Background: an optimization exercise with open tools, aiming at small area. Do not read the settings as production practice.
In this exercise RTL edits were held to simulation tests only and were not proved equivalent to the original.
The clock input has no modelled driver; a real chip could not lean on it and would need a root buffer or a full tree.
No activity file was given, so power comes from the tool's default toggle rates.

## build 53
Design i2s, start of the top module:
module i2s(
    input               rst_i,
    input               mck_i,
    input               lrck_i,
    input               bck_i,
    input               data_i,
    output              mck_o,
    output              lrck_o,
    output              data_o,
    output reg          sdo,
    output reg          sync
);
Size in the first run: roughly 83 cells after synthesis, roughly 50 flip-flops, about 10 I/O pins.
==> flow/config.mk <==
export PLATFORM = sky130hd
export DESIGN_NAME = i2s
export DESIGN_NICKNAME = i2s
export VERILOG_FILES = /design/flow/design.v
export SDC_FILE = /design/flow/constraint.sdc
export NUM_CORES = 4
export LEC_CHECK = 0
export CAP_MARGIN = 20
export CORE_MARGIN = 2
export CORE_UTILIZATION = 40
export SLEW_MARGIN = 20
==> flow/constraint.sdc <==
create_clock -name core_clock -period 10.0 [get_ports {bck_i}]
set_input_delay 2.0000 -clock core_clock [delete_from_list [all_inputs] [get_ports {bck_i}]]
set_output_delay 2.0000 -clock core_clock [all_outputs]
set_load 0.01 [all_outputs]
standard.sh (not shown) runs the stock make flow with config.mk's settings and CLKGATE_MAP_FILE= SYNTH_SCRIPT=/design/flow/synth_recipe.tcl, a recipe that flattens the netlist after the stock synthesis.
==> flow/flow/run.sh <==
#!/bin/bash
# The standard layout (standard.sh, standard synthesis unchanged), with
# two changes:
#  - ports are buffered with buf_1 instead of the default clkdlybuf4s50_1;
#  - the clock tree is a flat one (flow/flat_cts.tcl, run in place of
#    TritonCTS): the clock port drives 4 clkbuf_4 cells, each driving a
#    cluster of nearby clock sinks.
# make's output goes to standard.log, each step's log to orfs/logs/.
set -euo pipefail
export BUFFER_PORTS_ARGS="-buffer_cell sky130_fd_sc_hd__buf_1"
export PRE_CTS_TCL="$PWD/flow/flat_cts.tcl"
export FLAT_CTS_N=4
export FLAT_CTS_CELL=sky130_fd_sc_hd__clkbuf_4
export FLAT_CTS_NET=bck_i
bash standard.sh > standard.log 2>&1
==> flow/flow/flat_cts.tcl <==
# Flat clock tree used in place of TritonCTS (sourced as PRE_CTS_TCL).
# The clock port drives FLAT_CTS_N buffers of type FLAT_CTS_CELL directly; the
# clock sinks are split into FLAT_CTS_N groups by k-means on their placed
# locations, and each buffer, placed at its group's centre, drives one group.
proc clock_tree_synthesis { args } {
  set block [ord::get_db_block]
  set db [ord::get_db]
  set n $::env(FLAT_CTS_N)
  set master [$db findMaster $::env(FLAT_CTS_CELL)]
  set clk [$block findNet $::env(FLAT_CTS_NET)]
  set sinks {}
  foreach it [$clk getITerms] {
    set inst [$it getInst]
    set bb [$inst getBBox]
    set x [expr {([$bb xMin] + [$bb xMax]) / 2.0}]
    set y [expr {([$bb yMin] + [$bb yMax]) / 2.0}]
    lappend sinks [list $it $x $y]
  }
  set m [llength $sinks]
  puts "flat_cts: $m sinks on [$clk getName], $n buffers of [$master getName]"
  # initial centres: sinks spread along x
  set sorted [lsort -real -index 1 $sinks]
  set cx {}; set cy {}
  for {set i 0} {$i < $n} {incr i} {
    set s [lindex $sorted [expr {int(($i + 0.5) * $m / $n)}]]
    lappend cx [lindex $s 1]; lappend cy [lindex $s 2]
  }
  set cap [expr {int(ceil(double($m) / $n))}]
  for {set iter 0} {$iter < 30} {incr iter} {
    # balanced assignment: sinks take their nearest centre with room left,
    # most constrained (largest gap between best and worst) first
    set order {}
    foreach s $sinks {
      set ds {}
      for {set i 0} {$i < $n} {incr i} {
        lappend ds [expr {abs([lindex $s 1] - [lindex $cx $i]) + abs([lindex $s 2] - [lindex $cy $i])}]
      }
      set mn [tcl::mathfunc::min {*}$ds]; set mx [tcl::mathfunc::max {*}$ds]
      lappend order [list [expr {$mx - $mn}] $s $ds]
    }
    set order [lsort -real -decreasing -index 0 $order]
    set cnt [lrepeat $n 0]
    set groups [lrepeat $n {}]
    foreach o $order {
      set s [lindex $o 1]; set ds [lindex $o 2]
      set best -1
      set idx {}
      for {set i 0} {$i < $n} {incr i} { lappend idx [list $i [lindex $ds $i]] }
      foreach p [lsort -real -index 1 $idx] {
        set i [lindex $p 0]
        if {[lindex $cnt $i] < $cap} { set best $i; break }
      }
      lset cnt $best [expr {[lindex $cnt $best] + 1}]
      lset groups $best [concat [lindex $groups $best] [list $s]]
    }
    set ncx {}; set ncy {}
    for {set i 0} {$i < $n} {incr i} {
      set sx 0.0; set sy 0.0; set g [lindex $groups $i]
      foreach s $g { set sx [expr {$sx + [lindex $s 1]}]; set sy [expr {$sy + [lindex $s 2]}] }
      lappend ncx [expr {$sx / [llength $g]}]; lappend ncy [expr {$sy / [llength $g]}]
    }
    set cx $ncx; set cy $ncy
  }
  for {set i 0} {$i < $n} {incr i} {
    set buf [odb::dbInst_create $block $master "flatcts_buf_$i"]
    set w [[$buf getMaster] getWidth]; set h [[$buf getMaster] getHeight]
    $buf setLocation [expr {int([lindex $cx $i] - $w / 2)}] [expr {int([lindex $cy $i] - $h / 2)}]
    $buf setPlacementStatus PLACED
    set net [odb::dbNet_create $block "flatcts_net_$i"]
    $net setSigType CLOCK
    foreach s [lindex $groups $i] {
      set it [lindex $s 0]
      $it disconnect
      $it connect $net
    }
    [$buf findITerm A] connect $clk
    [$buf findITerm X] connect $net
    puts "flat_cts: buffer $i at ([lindex $cx $i], [lindex $cy $i]) drives [llength [lindex $groups $i]] sinks"
  }
  set_propagated_clock [all_clocks]
  # The buffer synthesis puts on a port-to-port wire (mck_i to mck_o) is a
  # buf_4; a buf_1 drives the output load as well.
  set small [$db findMaster sky130_fd_sc_hd__buf_1]
  foreach inst [$block getInsts] {
    if {[[$inst getMaster] getName] ne "sky130_fd_sc_hd__buf_4"} { continue }
    set a [[$inst findITerm A] getNet]
    set x [[$inst findITerm X] getNet]
    if {$a eq "NULL" || $x eq "NULL"} { continue }
    if {[llength [$a getBTerms]] == 1 && [llength [$x getBTerms]] == 1 &&
        [llength [$a getITerms]] == 1 && [llength [$x getITerms]] == 1} {
      puts "flat_cts: [$inst getName] ([$a getName] to [$x getName]) becomes buf_1"
      $inst swapMaster $small
    }
  }
}
--- input diff build 53..build 44 ---
==> flow/flow/run.sh <==
#!/bin/bash
# The standard layout (standard.sh), with these changes:
#  - ports are buffered with buf_1 instead of the default clkdlybuf4s50_1;
#  - the clock tree is a flat one (flow/flat_cts.tcl): the clock port drives
#    4 sky130_fd_sc_hd__clkbuf_4 cells, each driving a cluster of nearby clock sinks;
#  - power recovery (downsizing off the critical paths) after global routing,
#    followed by another design repair (flow/post_grt.tcl).
# make's output goes to standard.log, each step's log to orfs/logs/.
set -euo pipefail
export BUFFER_PORTS_ARGS="-buffer_cell sky130_fd_sc_hd__buf_1"
export PRE_CTS_TCL="$PWD/flow/flat_cts.tcl"
export POST_GLOBAL_ROUTE_TCL="$PWD/flow/post_grt.tcl"
export FLAT_CTS_N=4
export FLAT_CTS_CELL=sky130_fd_sc_hd__clkbuf_4
export FLAT_CTS_NET=bck_i
export RECOVER_POWER=100
bash standard.sh > standard.log 2>&1
--- a/flow/flow/flat_cts.tcl
+++ b/flow/flow/flat_cts.tcl
@@ -79,17 +79,3 @@
   }
   set_propagated_clock [all_clocks]
-  # The buffer synthesis puts on a port-to-port wire (mck_i to mck_o) is a
-  # buf_4; a buf_1 drives the output load as well.
-  set small [$db findMaster sky130_fd_sc_hd__buf_1]
-  foreach inst [$block getInsts] {
-    if {[[$inst getMaster] getName] ne "sky130_fd_sc_hd__buf_4"} { continue }
-    set a [[$inst findITerm A] getNet]
-    set x [[$inst findITerm X] getNet]
-    if {$a eq "NULL" || $x eq "NULL"} { continue }
-    if {[llength [$a getBTerms]] == 1 && [llength [$x getBTerms]] == 1 &&
-        [llength [$a getITerms]] == 1 && [llength [$x getITerms]] == 1} {
-      puts "flat_cts: [$inst getName] ([$a getName] to [$x getName]) becomes buf_1"
-      $inst swapMaster $small
-    }
-  }
 }
==> flow/flow/post_grt.tcl (new file) <==
# Sourced as POST_GLOBAL_ROUTE_TCL: power recovery may have downsized a driver
# past its slew or capacitance limit, so repair the design again afterwards.
log_cmd global_route -start_incremental
log_cmd estimate_parasitics -global_routing
repair_design_helper
log_cmd detailed_placement
log_cmd global_route -end_incremental
log_cmd estimate_parasitics -global_routing
==> comparison <==
Build 44: full flow OK, the timing, DRC and antenna checks passed
On final-layout fill cell count, build 44 and build 53 are basically level.
Summary of build 44 over build 53: via count picked up an extra 6, transition time at the pin with the least slew margin went down, wire length increased 1.2%.
> inputs changed (build 44 -> build 30)
Settings: GPL_TIMING_DRIVEN now 0, previously not set.
--- a/flow/flow/run.sh
+++ b/flow/flow/run.sh
@@ -14,4 +14,5 @@
 export FLAT_CTS_CELL=sky130_fd_sc_hd__clkbuf_4
 export FLAT_CTS_NET=bck_i
-export RECOVER_POWER=100
+export FLAT_CTS_KEEP_INVERTERS=0
+export RECOVER_POWER=0
 bash standard.sh > standard.log 2>&1
--- a/flow/flow/flat_cts.tcl
+++ b/flow/flow/flat_cts.tcl
@@ -79,3 +79,25 @@
   }
   set_propagated_clock [all_clocks]
+  # The buffer synthesis puts on a port-to-port wire (mck_i to mck_o) is a
+  # buf_4; a buf_1 drives the output load as well.
+  set small [$db findMaster sky130_fd_sc_hd__buf_1]
+  foreach inst [$block getInsts] {
+    if {[[$inst getMaster] getName] ne "sky130_fd_sc_hd__buf_4"} { continue }
+    set a [[$inst findITerm A] getNet]
+    set x [[$inst findITerm X] getNet]
+    if {$a eq "NULL" || $x eq "NULL"} { continue }
+    if {[llength [$a getBTerms]] == 1 && [llength [$x getBTerms]] == 1 &&
+        [llength [$a getITerms]] == 1 && [llength [$x getITerms]] == 1} {
+      puts "flat_cts: [$inst getName] ([$a getName] to [$x getName]) becomes buf_1"
+      $inst swapMaster $small
+    }
+  }
 }
+
+# With the flat tree the inverter of the falling-edge clock is a sink like any
+# other, so it need not be cloned next to each falling-edge register.
+if {[info exists ::env(FLAT_CTS_KEEP_INVERTERS)] && !$::env(FLAT_CTS_KEEP_INVERTERS)} {
+  proc repair_clock_inverters { args } {
+    puts "flat_cts: clock inverters left as they are"
+  }
+}
==> comparison <==
- Final design area excluding fillers: build 30 vs build 44, no meaningful difference
- Compared with build 44, in build 30 number of signal-net inverters in the final layout up 1, part of the total power dissipated in combinational logic flat, met1 global-route usage down 0.71 points, total number of vias down about 0.6%.
Edits applied to the flow inputs when going from build 30 to build 58:
Settings: CAP_MARGIN: 20 -> 0; SLEW_MARGIN: 20 -> 0.
==> comparison <==
- Going from build 30 to build 58, worst slew margin relative to its limit shrinks by 0.16 points.
- On hold slack, the higher figure sits with build 30, not build 58.
- Compared to build 30, build 58 shows a narrower setup margin.
- Going from build 30 to build 58, critical path depth held, overall power consumption went up by 0.0012 mW, highest cell delay on the worst timing path ~0 delta.
No run of this note takes its clock network from TritonCTS; it comes from the design's own scripts or RTL.
